Source: an optimization exercise on an open RTL-to-GDS flow (aim: small area, a short achievable clock period and few clock cycles). Production flows keep margins and buffers that such runs may drop. At most, simulation tests tie the RTL to the original design; equivalence was not proved. The clock port is modelled as an ideal driver, which makes a skipped or thinned clock tree look cheaper than it is; a real chip needs a root buffer or a tree. Power and IR drop assume default switching activity.

## run a
==> module fifo_conv_top, before the edit <==
module fifo_conv_top(
input clk,
input rst,
input data_valid,
input [7:0] data_i,
output wire idle,
output wire done,
output wire [15:0] data_o,
output wire conv_done
);
assign idle = 1'b1;
reg [7:0] x;           
reg acc;               
reg [7:0] h0, h1;      
reg [2:0] col;         
reg [2:0] row;         
reg signed [8:0] dq;   
reg upd, emit;         
reg signed [8:0] q0, q1, q2, q3, q4, q5;
reg signed [10:0] out_r;
reg vld_r, done_r;
wire last_col = (col == 3'd4);
always @(posedge clk) begin
  x <= data_i;
  dq <= {1'b0, x} - {1'b0, h0};
  out_r <= q0 + (q3 <<< 1) + dq;
  if (acc) begin
    h1 <= x;
    h0 <= h1;
  end
  if (upd) begin
    q0 <= q1; q1 <= q2; q2 <= q3; q3 <= q4; q4 <= q5; q5 <= dq;
  end
  if (rst) begin
    acc <= 1'b0;
    col <= 3'd0;
    row <= 3'd0;
    upd <= 1'b0;
    emit <= 1'b0;
    vld_r <= 1'b0;
    done_r <= 1'b0;
  end else begin
    acc <= data_valid;
    upd <= acc && (col[2] || col[1]);
    emit <= acc && (col[2] || col[1]) && (row[2] || row[1]);
    vld_r <= emit;
    done_r <= (row == 3'd5);
    if (acc) begin
      col <= last_col ? 3'd0 : col + 3'd1;
      if (last_col && row != 3'd5) row <= row + 3'd1;
    end
  end
end
assign data_o = {{5{out_r[10]}}, out_r};
assign conv_done = vld_r;
assign done = done_r;
endmodule
Settings: LEC_CHECK=0, CAP_MARGIN=20, CORE_MARGIN=2, CORE_UTILIZATION=40, SETUP_SLACK_MARGIN=2.8, SLEW_MARGIN=20; clock period 5.0 ns.
run.sh (not shown) runs the stock make flow with config.mk's settings and CLKGATE_MAP_FILE= SYNTH_SCRIPT=/design/flow/synth_recipe.tcl, a recipe that flattens the netlist after the stock synthesis.
Setup changes, run a to run b
==> flow/design.v <==
module fifo_conv_top(
input clk,
input rst,
input data_valid,
input [7:0] data_i,
output wire idle,
output wire done,
output wire [15:0] data_o,
output wire conv_done
);
assign idle = 1'b1;
reg [7:0] x;           
reg acc;               
reg [7:0] h0, h1;      
reg [2:0] col;         
reg [2:0] row;         
reg signed [8:0] dq;
reg signed [10:0] pq;
reg emit;
reg signed [8:0] q0, q1, q2, q3, q4, q5;
reg signed [10:0] out_r;
reg vld_r, done_r;
wire signed [8:0] d = {1'b0, x} - {1'b0, h0};
wire last_col = (col == 3'd4);
wire upd = acc && (col[2] || col[1]);    
always @(posedge clk) begin
  x <= data_i;
  dq <= d;
  pq <= q0 + (q3 <<< 1);
  out_r <= pq + dq;
  if (acc) begin
    h1 <= x;
    h0 <= h1;
  end
  if (upd) begin
    q0 <= q1; q1 <= q2; q2 <= q3; q3 <= q4; q4 <= q5; q5 <= d;
  end
  if (rst) begin
    acc <= 1'b0;
    col <= 3'd0;
    row <= 3'd0;
    emit <= 1'b0;
    vld_r <= 1'b0;
    done_r <= 1'b0;
  end else begin
    acc <= data_valid;
    emit <= upd && (row[2] || row[1]);
    vld_r <= emit;
    done_r <= (row == 3'd5);
    if (acc) begin
      col <= last_col ? 3'd0 : col + 3'd1;
      if (last_col && row != 3'd5) row <= row + 3'd1;
    end
  end
end
assign data_o = {{5{out_r[10]}}, out_r};
assign conv_done = vld_r;
assign done = done_r;
endmodule
==> run summary <==
- Between run a and run b, the total length of routed met2 wires is lower for run a.
- Synthesized cell area, run a and run b, higher one = run b.
- Row clock network power consumption: run b higher / run a lower
- Run a ended up with out_r[9] as its destination of the critical timing path; run b ended up with data_o[8].
- From run a to run b the numbers moved as follows: final design instance area without fill went up; fraction of the yosys area taken by sequential cells lost 2.1 points; number of cells in the finished layout apart from fillers has increased; non-clock buffer count -4.
No run of this note included a check of the RTL's function; only the layout flow was run.


fifo_conv_top, a different RTL version from the one above (not shown whole).
Size in the first run: about 270 cells after synthesis, roughly 110 flip-flops.
==> module fifo_conv_top, before the edit <==
module fifo_conv_top(
input clk,
input rst,
input data_valid,
input [7:0] data_i,
output wire idle,
output wire done,
output wire [15:0] data_o,
output wire conv_done
);
assign idle = 1'b1;
reg [7:0] x;           
reg acc;               
reg [7:0] h0, h1;      
reg [2:0] col;         
reg [2:0] row;         
reg signed [10:0] pq;
reg emit;
reg signed [8:0] q0, q1, q2, q3, q4, q5;
reg signed [10:0] out_r;
reg vld_r, done_r;
function [10:0] skl(input [10:0] a, input [10:0] b, input ci);
  integer i, l; reg [10:0] g, p, gn, pn, c;
  begin
    g = a & b; p = a ^ b;
    g[0] = g[0] | (p[0] & ci);
    for (l = 1; l < 11; l = l * 2) begin
      gn = g; pn = p;
      for (i = 0; i < 11; i = i + 1)
        if ((i / l) % 2 == 1) begin
          gn[i] = g[i] | (p[i] & g[(i / l) * l - 1]);
          pn[i] = p[i] & p[(i / l) * l - 1];
        end
      g = gn; p = pn;
    end
    c = {g[9:0], ci};
    skl = a ^ b ^ c;
  end
endfunction
wire [10:0] dfull = skl({3'b0, x}, {3'b1, h0}, 1'b1);    
wire signed [8:0] d = dfull[8:0];
wire last_col = (col == 3'd4);
wire upd = acc && (col[2] || col[1]);    
always @(posedge clk) begin
  x <= data_i;
  acc <= data_valid;     
  pq <= skl({{2{q0[8]}}, q0}, {q3[8], q3, 1'b0}, 1'b0);
  out_r <= skl(pq, {{2{q5[8]}}, q5}, 1'b0);
  if (acc) begin
    h1 <= ~x;
    h0 <= h1;
  end
  if (upd) begin
    q0 <= q1; q1 <= q2; q2 <= q3; q3 <= q4; q4 <= q5; q5 <= d;
  end
  if (rst) begin
    col <= 3'd0;
    row <= 3'd0;
    emit <= 1'b0;
    vld_r <= 1'b0;
    done_r <= 1'b0;
  end else begin
    emit <= upd && (row[2] || row[1]);
    vld_r <= emit;
    done_r <= (row == 3'd5);
    if (acc) begin
      col <= last_col ? 3'd0 : col + 3'd1;
      if (last_col && row != 3'd5) row <= row + 3'd1;
    end
  end
end
assign data_o = {{5{out_r[10]}}, out_r};
assign conv_done = vld_r;
assign done = done_r;
endmodule
Settings: LEC_CHECK=0, CAP_MARGIN=20, CORE_MARGIN=2, CORE_UTILIZATION=75, PLACE_DENSITY=0.85, SETUP_SLACK_MARGIN=3.1, SLEW_MARGIN=20; clock period 5.0 ns.
standard.sh (not shown) runs the stock make flow with config.mk's settings and CLKGATE_MAP_FILE= SYNTH_SCRIPT=/design/flow/synth_recipe.tcl, a recipe that flattens the netlist after the stock synthesis.
==> flow/flow/run.sh <==
#!/bin/bash
# Own layout flow: the standard flow (standard.sh, standard synthesis
# included) with a few extra ORFS settings read from flow/knobs.txt, one
# VAR=value per line. Each tool's full output stays in the ORFS logs under
# orfs/logs; make's own output goes to make_finish.log here.
set -euo pipefail
W=$(pwd)
knobs=()
if [[ -f flow/knobs.txt ]]; then
  while IFS= read -r line; do
    [[ -z "$line" || "$line" == \#* ]] && continue
    knobs+=("${line//@FLOW@/$W/flow}")
  done < flow/knobs.txt
fi
bash standard.sh "${knobs[@]}" finish > make_finish.log 2>&1
Other scripts of this flow, unchanged in this note and not shown: flow/flow/knobs.txt, flow/flow/mcts.tcl
==> next run, changes <==
--- a/flow/design.v
+++ b/flow/design.v
@@ -17,37 +17,18 @@
 reg signed [10:0] pq;
 reg emit;
 reg signed [8:0] q0, q1, q2, q3, q4, q5;
 reg signed [10:0] out_r;
 reg vld_r, done_r;
-function [10:0] skl(input [10:0] a, input [10:0] b, input ci);
-  integer i, l; reg [10:0] g, p, gn, pn, c;
-  begin
-    g = a & b; p = a ^ b;
-    g[0] = g[0] | (p[0] & ci);
-    for (l = 1; l < 11; l = l * 2) begin
-      gn = g; pn = p;
-      for (i = 0; i < 11; i = i + 1)
-        if ((i / l) % 2 == 1) begin
-          gn[i] = g[i] | (p[i] & g[(i / l) * l - 1]);
-          pn[i] = p[i] & p[(i / l) * l - 1];
-        end
-      g = gn; p = pn;
-    end
-    c = {g[9:0], ci};
-    skl = a ^ b ^ c;
-  end
-endfunction
-wire [10:0] dfull = skl({3'b0, x}, {3'b1, h0}, 1'b1);    
-wire signed [8:0] d = dfull[8:0];
+wire signed [8:0] d = {1'b0, x} + {1'b1, h0} + 9'd1;    
 wire last_col = (col == 3'd4);
 wire upd = acc && (col[2] || col[1]);    
 always @(posedge clk) begin
   x <= data_i;
   acc <= data_valid;     
-  pq <= skl({{2{q0[8]}}, q0}, {q3[8], q3, 1'b0}, 1'b0);
-  out_r <= skl(pq, {{2{q5[8]}}, q5}, 1'b0);
+  pq <= q0 + (q3 <<< 1);
+  out_r <= pq + q5;
   if (acc) begin
     h1 <= ~x;
     h0 <= h1;
   end
   if (upd) begin
Outcome:
- synthesized cell count came out higher by 13%
- global-route usage came out higher by 1.7 points
- hold slack degrades by 0.062 ns
- critical path depth climbs by 4
- setup slack improved by 0.26 ns
- maximum frequency increases by 14%
- final area is about the same
- power barely changes
Testbench counts after the change, summed over its fixed seeds: cycles 1,624.
No functional check of the RTL was part of the first run of this note. No run of this note takes its clock network from TritonCTS; it comes from the design's own scripts or RTL.

[re-timing with driven ports]
No port has a modelled driver above. Below, the same layouts with a new extraction and two added sets of constraints. Step 1 (the two cells are an assumption about what drives the block):
set clk [get_ports {clk}]
set_driving_cell -lib_cell sky130_fd_sc_hd__clkbuf_16 $clk
set_driving_cell -lib_cell sky130_fd_sc_hd__buf_2 [delete_from_list [all_inputs] $clk]
Step 2 times the ports against the registers' clock, not the clock port: input delays grow and output delays shrink by t, the midpoint of the rising clock arrivals with the driver on. Slacks: ideal ports / drivers / drivers and shift; pairs: ideal ports / drivers.
run	t, ns	setup slack, ns	worst hold slack (ns)	worst setup path at the end
run a	0.393	2.708 / 2.708 / 2.708	0.419 / 0.419 / 0.419	register to register
run b	0.428	2.955 / 2.920 / 2.967	0.363 / 0.363 / 0.363	register to register
the first run of note 2	0.229	2.907 / 2.907 / 2.907	0.420 / 0.420 / 0.420	register to register
the second run of note 2	0.229	3.163 / 3.163 / 3.163	0.358 / 0.358 / 0.358	register to register
After both steps every run listed still meets setup and hold.
